This is an optimization exercise on Yosys and OpenROAD, whose aim is small area, not a production implementation.
The RTL was checked by simulation tests, not by an equivalence proof against the original design.
Power figures rest on the tool's default switching activity, not on a simulated workload.

violet:
## rv16_core
module rv16_core (
    input         clk,
    input         rst,
    output [15:0] imem_addr,
    input  [31:0] imem_rdata,
    output [15:0] dmem_addr,
    output [15:0] dmem_wdata,
    output        dmem_we,
    output        dmem_re,
    input  [15:0] dmem_rdata
);
export LEC_CHECK = 0
export CAP_MARGIN = 20
export CORE_MARGIN = 2
export CORE_UTILIZATION = 40
export CTS_CLUSTER_DIAMETER = 100
export CTS_CLUSTER_SIZE = 30
export GPL_TIMING_DRIVEN = 0
export SLEW_MARGIN = 20
export SYNTH_HIERARCHICAL = 1
export SYNTH_MINIMUM_KEEP_SIZE = 0
create_clock -name core_clock -period 11.0 [get_ports {clk}]
standard.sh (not shown) runs the stock make flow with config.mk's settings and CLKGATE_MAP_FILE= SYNTH_SCRIPT=/design/flow/synth_recipe.tcl, a recipe that flattens the netlist after the stock synthesis.
==> flow/flow/run.sh <==
#!/bin/bash
# The standard layout, with the smallest buffer on the ports.
set -euo pipefail
bash standard.sh BUFFER_PORTS_ARGS="-buffer_cell sky130_fd_sc_hd__buf_1" finish > make.log 2>&1
What yarrow does differently from violet at the input level:
Settings: clearing GPL_TIMING_DRIVEN, which used to be 0.
[summary]
violet → yarrow: routing usage on met2 now smaller; reported leakage power now sits at about the same level; wire length +about 3%.
## Diff of input files: willow against yarrow
Settings: CTS_CLUSTER_SIZE: 30 -> unset; CTS_CLUSTER_DIAMETER: 100 -> unset.
==> flow/run.sh (new file) <==
#!/bin/bash
# synth_recipe.tcl (not shown) runs the flow's synth.tcl, then flattens the netlist and writes it again
# the make line also repeats each setting of config.mk as NAME=value (left out here)
make -C /OpenROAD-flow-scripts/flow DESIGN_CONFIG=/design/flow/config.mk WORK_HOME=/design/flow/orfs CLKGATE_MAP_FILE= SYNTH_SCRIPT=/design/flow/synth_recipe.tcl finish
removed: flow/flow/run.sh
removed: flow/standard.sh
--- outcome ---
On final period demand of the worst path, the lower figure sits with yarrow, not willow.
Per the comparison of willow with yarrow, cell area after placement has increased, final design instance area without fill has increased.
Met3 track demand over resource: willow and yarrow compared, lower one is yarrow

run A:
The RTL this note starts from:
==> flow/design.v <==
module c_xor2  (input a, b, output y); assign y = a ^ b;     endmodule
module c_xnor2 (input a, b, output y); assign y = ~(a ^ b);  endmodule
module c_and2  (input a, b, output y); assign y = a & b;     endmodule
module c_nand2 (input a, b, output y); assign y = ~(a & b);  endmodule
module c_nor2  (input a, b, output y); assign y = ~(a | b);  endmodule
module c_aoi21 (input a1, a2, b1, output y); assign y = ~((a1 & a2) | b1); endmodule
module c_aoi222 (input a1, a2, b1, b2, c1, c2, output y);
    assign y = ~((a1 & a2) | (b1 & b2) | (c1 & c2));
endmodule
module alu (
    input  [15:0] a,
    input  [15:0] b,
    input         sub,       
    input         s_sum,     
    input         s_g,       
    input         s_p,       
    input         s_ltu,     
    input         ld,        
    input  [15:0] ld_data,
    output [15:0] sum,
    output [15:0] wd,        
    output [15:0] wd2,       
    output        eq         
);
    wire [15:0] t, p, g, rn, ln;
    wire [16:0] c;           
    assign c[0] = sub;
    genvar k;
    generate
        for (k = 0; k < 16; k = k + 1) begin : bit_
            c_xor2  u_t (.a(b[k]), .b(sub), .y(t[k]));
            c_xor2  u_p (.a(a[k]), .b(t[k]), .y(p[k]));
            if (k % 2 == 0) begin : ev
                c_and2  u_g (.a(a[k]), .b(t[k]), .y(g[k]));
                c_aoi21 u_c (.a1(p[k]), .a2(c[k]), .b1(g[k]), .y(c[k+1]));
                c_xor2  u_s (.a(p[k]), .b(c[k]), .y(sum[k]));
            end else begin : od
                wire gn;   
                c_nor2  u_gn (.a(a[k]), .b(t[k]), .y(gn));
                c_nor2  u_g  (.a(p[k]), .b(gn), .y(g[k]));
                c_aoi21 u_c  (.a1(p[k]), .a2(c[k]), .b1(gn), .y(c[k+1]));
                c_xnor2 u_s  (.a(p[k]), .b(c[k]), .y(sum[k]));
            end
            c_aoi222 u_r (.a1(s_sum), .a2(sum[k]), .b1(s_g), .b2(g[k]),
                          .c1(s_p), .c2(p[k]), .y(rn[k]));
            c_nand2 u_l (.a(ld), .b(ld_data[k]), .y(ln[k]));
            if (k == 0) begin : b0
                wire ltn;
                assign ltn = ~(s_ltu & ~c[16]);
                assign wd[k]  = ~(rn[k] & ln[k] & ltn);
                assign wd2[k] = ~(rn[k] & ln[k] & ltn);
            end else begin : bn
                c_nand2 u_w  (.a(rn[k]), .b(ln[k]), .y(wd[k]));
                c_nand2 u_w2 (.a(rn[k]), .b(ln[k]), .y(wd2[k]));
            end
        end
    endgenerate
    assign eq = ~|p;
endmodule
module rf_aoi222 (
    input  a1, a2, b1, b2, c1, c2,
    output y
);
    assign y = ~((a1 & a2) | (b1 & b2) | (c1 & c2));
endmodule
module rf_nand2 (
    input  a, b,
    output y
);
    assign y = ~(a & b);
endmodule
module rf_read_bit (
    input  [31:0] sel,
    input  [31:0] d,
    output        y
);
    wire [11:0] n;
    genvar g;
    generate
        for (g = 0; g < 10; g = g + 1) begin : grp
            rf_aoi222 u (.a1(sel[3*g]),   .a2(d[3*g]),
                         .b1(sel[3*g+1]), .b2(d[3*g+1]),
                         .c1(sel[3*g+2]), .c2(d[3*g+2]), .y(n[g]));
        end
    endgenerate
    rf_nand2 u_30 (.a(sel[30]), .b(d[30]), .y(n[10]));
    rf_nand2 u_31 (.a(sel[31]), .b(d[31]), .y(n[11]));
    assign y = ~&n;
endmodule
module rf_read_bit31 (
    input  [31:1] sel,
    input  [31:1] d,
    output        y
);
    wire [10:0] n;
    genvar g;
    generate
        for (g = 0; g < 10; g = g + 1) begin : grp
            rf_aoi222 u (.a1(sel[3*g+1]), .a2(d[3*g+1]),
                         .b1(sel[3*g+2]), .b2(d[3*g+2]),
                         .c1(sel[3*g+3]), .c2(d[3*g+3]), .y(n[g]));
        end
    endgenerate
    rf_nand2 u_31 (.a(sel[31]), .b(d[31]), .y(n[10]));
    assign y = ~&n;
endmodule
module pc_add (
    input  [15:1] pc,
    input  [15:1] offs,
    output [15:1] sum
);
    wire [15:1] p, g;
    wire [16:1] c;           
    assign c[1] = 1'b0;
    genvar k;
    generate
        for (k = 1; k < 16; k = k + 1) begin : bit_
            c_xor2 u_p (.a(pc[k]), .b(offs[k]), .y(p[k]));
            if (k == 1) begin : first
                c_nand2 u_c (.a(pc[k]), .b(offs[k]), .y(c[k+1]));
                assign sum[k] = p[k];
            end else if (k % 2 == 1) begin : od
                c_and2  u_g (.a(pc[k]), .b(offs[k]), .y(g[k]));
                c_aoi21 u_c (.a1(p[k]), .a2(c[k]), .b1(g[k]), .y(c[k+1]));
                c_xor2  u_s (.a(p[k]), .b(c[k]), .y(sum[k]));
            end else begin : ev
                wire gn;
                c_nor2  u_gn (.a(pc[k]), .b(offs[k]), .y(gn));
                c_aoi21 u_c  (.a1(p[k]), .a2(c[k]), .b1(gn), .y(c[k+1]));
                c_xnor2 u_s  (.a(p[k]), .b(c[k]), .y(sum[k]));
            end
        end
    endgenerate
endmodule
module rv16_core (
    input         clk,
    input         rst,
    output [15:0] imem_addr,
    input  [31:0] imem_rdata,
    output [15:0] dmem_addr,
    output [15:0] dmem_wdata,
    output        dmem_we,
    output        dmem_re,
    input  [15:0] dmem_rdata
);
    wire [31:0] i = imem_rdata;
    wire [4:0]  rd  = i[11:7];
    wire [2:0]  f3  = i[14:12];
    wire [4:0]  rs1 = i[19:15];
    wire [4:0]  rs2 = i[24:20];
    wire op_r   = i[6:0] == 7'b0110011;
    wire op_i   = i[6:0] == 7'b0010011;
    wire op_ld  = i[6:0] == 7'b0000011;
    wire op_st  = i[6:0] == 7'b0100011;
    wire op_br  = i[6:0] == 7'b1100011;
    wire op_jal = i[6:0] == 7'b1101111;
    reg  [15:1] pc;
    reg  [15:0] rf [1:31];
    wire [15:0] a, b;
    wire [31:1] sel_a0, sel_a1, sel_b0, sel_b1, we0, we1;
    wire [3:0] lo_a_n, lo_b_n, lo_w_n;
    wire [7:0] hi_a_n, hi_b_n, hi_w_n;
    wire       wen;
    genvar gk, gj;
    generate
        for (gk = 0; gk < 4; gk = gk + 1) begin : pdl
            assign lo_a_n[gk] = ~(rs1[1:0] == gk);
            assign lo_b_n[gk] = ~(rs2[1:0] == gk);
            assign lo_w_n[gk] = ~(rd[1:0] == gk);
        end
        for (gk = 0; gk < 8; gk = gk + 1) begin : pdh
            assign hi_a_n[gk] = ~(rs1[4:2] == gk && !op_jal);
            assign hi_b_n[gk] = ~(rs2[4:2] == gk);
            assign hi_w_n[gk] = ~(rd[4:2] == gk && wen);
        end
        for (gk = 1; gk < 32; gk = gk + 1) begin : dec
            c_nor2 ua0 (.a(hi_a_n[gk/4]), .b(lo_a_n[gk%4]), .y(sel_a0[gk]));
            c_nor2 ua1 (.a(hi_a_n[gk/4]), .b(lo_a_n[gk%4]), .y(sel_a1[gk]));
            c_nor2 ub0 (.a(hi_b_n[gk/4]), .b(lo_b_n[gk%4]), .y(sel_b0[gk]));
            c_nor2 ub1 (.a(hi_b_n[gk/4]), .b(lo_b_n[gk%4]), .y(sel_b1[gk]));
            c_nor2 uw0 (.a(hi_w_n[gk/4]), .b(lo_w_n[gk%4]), .y(we0[gk]));
            c_nor2 uw1 (.a(hi_w_n[gk/4]), .b(lo_w_n[gk%4]), .y(we1[gk]));
        end
        for (gj = 0; gj < 16; gj = gj + 1) begin : rbit
            wire [31:0] col_a, col_b;
            assign col_a[0] = 1'b0;
            assign col_b[0] = 1'b0;
            for (gk = 1; gk < 32; gk = gk + 1) begin : c
                assign col_a[gk] = rf[gk][gj];
                assign col_b[gk] = rf[gk][gj];
            end
            wire [31:0] da = {col_a[31:1], gj == 0 ? 1'b0 : pc[gj]};
            wire [31:0] sa = {gj < 8 ? sel_a0 : sel_a1, op_jal};
            rf_read_bit ua (.sel(sa), .d(da), .y(a[gj]));
            rf_read_bit31 ub (.sel(gj < 8 ? sel_b0 : sel_b1), .d(col_b[31:1]), .y(b[gj]));
        end
    endgenerate
    wire [15:0] imm_i = {{4{i[31]}}, i[31:20]};
    wire [15:0] imm_s = {{4{i[31]}}, i[31:25], i[11:7]};
    wire [15:0] imm_b = {{4{i[31]}}, i[7], i[30:25], i[11:8], 1'b0};
    wire [15:0] imm_j = {i[15:12], i[20], i[30:21], 1'b0};
    wire [15:0] opb = (op_r | op_br) ? b :
                      op_st  ? imm_s :
                      op_jal ? 16'd4 : imm_i;
    wire        arith = op_r | op_i;
    wire        sub   = arith & f3[0] & ~f3[1];
    wire [15:0] sum, wd, wd2;
    wire        eq;
    wire        nl = ~op_ld;
    alu u_alu (
        .a(a), .b(opb), .sub(sub),
        .s_sum(nl & (op_jal | (f3[2:1] == 2'b00))),
        .s_g  (nl & !op_jal && (f3 == 3'd2 || f3 == 3'd3)),
        .s_p  (nl & !op_jal && (f3 == 3'd3 || f3 == 3'd4)),
        .s_ltu(nl & !op_jal && f3 == 3'd5),
        .ld(op_ld), .ld_data(dmem_rdata),
        .sum(sum), .wd(wd), .wd2(wd2), .eq(eq)
    );
    wire        taken  = op_jal | (op_br & (eq ^ f3[0]));
    wire [15:1] offs   = taken ? (op_jal ? imm_j[15:1] : imm_b[15:1]) : 15'd2;
    wire [15:1] pc_nxt;
    pc_add u_pc_add (.pc(pc), .offs(offs), .sum(pc_nxt));
    assign      wen = (arith | op_ld | op_jal) & ~rst;
    integer k;
    always @(posedge clk) begin
        for (k = 1; k < 32; k = k + 1) begin
            if (we0[k]) rf[k][7:0]  <= k < 16 ? wd[7:0]  : wd2[7:0];
            if (we1[k]) rf[k][15:8] <= k < 16 ? wd[15:8] : wd2[15:8];
        end
        pc <= rst ? 15'd0 : pc_nxt;
    end
    assign imem_addr  = {pc, 1'b0};
    assign dmem_addr  = sum;
    assign dmem_wdata = b;
    assign dmem_we    = op_st;
    assign dmem_re    = op_ld;
endmodule
==> flow/config.mk <==
export PLATFORM = sky130hd
export DESIGN_NAME = rv16_core
export DESIGN_NICKNAME = rv16_core
export VERILOG_FILES = /design/flow/design.v
export SDC_FILE = /design/flow/constraint.sdc
export NUM_CORES = 4
export LEC_CHECK = 0
export CAP_MARGIN = 20
export CORE_MARGIN = 2
export CORE_UTILIZATION = 50
export CTS_CLUSTER_DIAMETER = 100
export CTS_CLUSTER_SIZE = 30
export SLEW_MARGIN = 20
export SYNTH_HIERARCHICAL = 1
export SYNTH_MINIMUM_KEEP_SIZE = 0
==> flow/constraint.sdc <==
create_clock -name core_clock -period 11.0 [get_ports {clk}]
set_input_delay 2.2000 -clock core_clock [delete_from_list [all_inputs] [get_ports {clk}]]
set_output_delay 2.2000 -clock core_clock [all_outputs]
set_load 0.01 [all_outputs]
==> flow/flow/run.sh <==
#!/bin/bash
# The standard layout, with the smallest buffer on the ports and no dummy
# loads in the clock tree.
set -euo pipefail
bash standard.sh BUFFER_PORTS_ARGS="-buffer_cell sky130_fd_sc_hd__buf_1" \
  CTS_ARGS="-sink_clustering_enable -repair_clock_nets -sink_clustering_size 30 -sink_clustering_max_diameter 100 -dont_use_dummy_load" \
  finish > make.log 2>&1
Changes in run B relative to run A:
==> flow/flow/run.sh <==
#!/bin/bash
# The standard layout, with the smallest buffer on the ports.
set -euo pipefail
bash standard.sh BUFFER_PORTS_ARGS="-buffer_cell sky130_fd_sc_hd__buf_1" finish > make.log 2>&1
## What came out
Going from run A to run B, fraction of the core area covered by cells at the end of the flow has increased; global routing met1 resource utilization has increased; post-synthesis to final-layout area growth has increased.
Summary of run B over run A: clock tree buffer count of the final layout picked up an extra 4, routed wire length down about 0.4%, fraction of area in clock buffers and inverters rose 0.40 points.
As of run B, number of vias in the routed layout had fallen slightly compared to run A.

## static timing again, ports no longer ideal
No port has a modelled driver above. Below, the same layouts with a new extraction and two added sets of constraints. Step 1 assumes that a clkbuf_16 drives the clock port and a buf_2 every other input. Step 2 times the ports against the registers' clock, not the clock port: input delays grow and output delays shrink by t, the midpoint of the rising clock arrivals with the driver on. Three values: ideal, step 1, step 2; two values: the first two.
run	t, ns	setup slack, ns	slew at the worst register clock pin (ns)
violet	0.637	0.290 / 0.269 / 0.269	0.12 / 0.12
yarrow	0.639	0.591 / 0.563 / 0.563	0.11 / 0.11
willow	0.651	0.298 / 0.270 / 0.270	0.06 / 0.06
run A	0.625	0.343 / 0.316 / 0.316	0.12 / 0.12
run B	0.646	0.386 / 0.359 / 0.359	0.12 / 0.12
After both steps setup and hold are still met in every run listed.
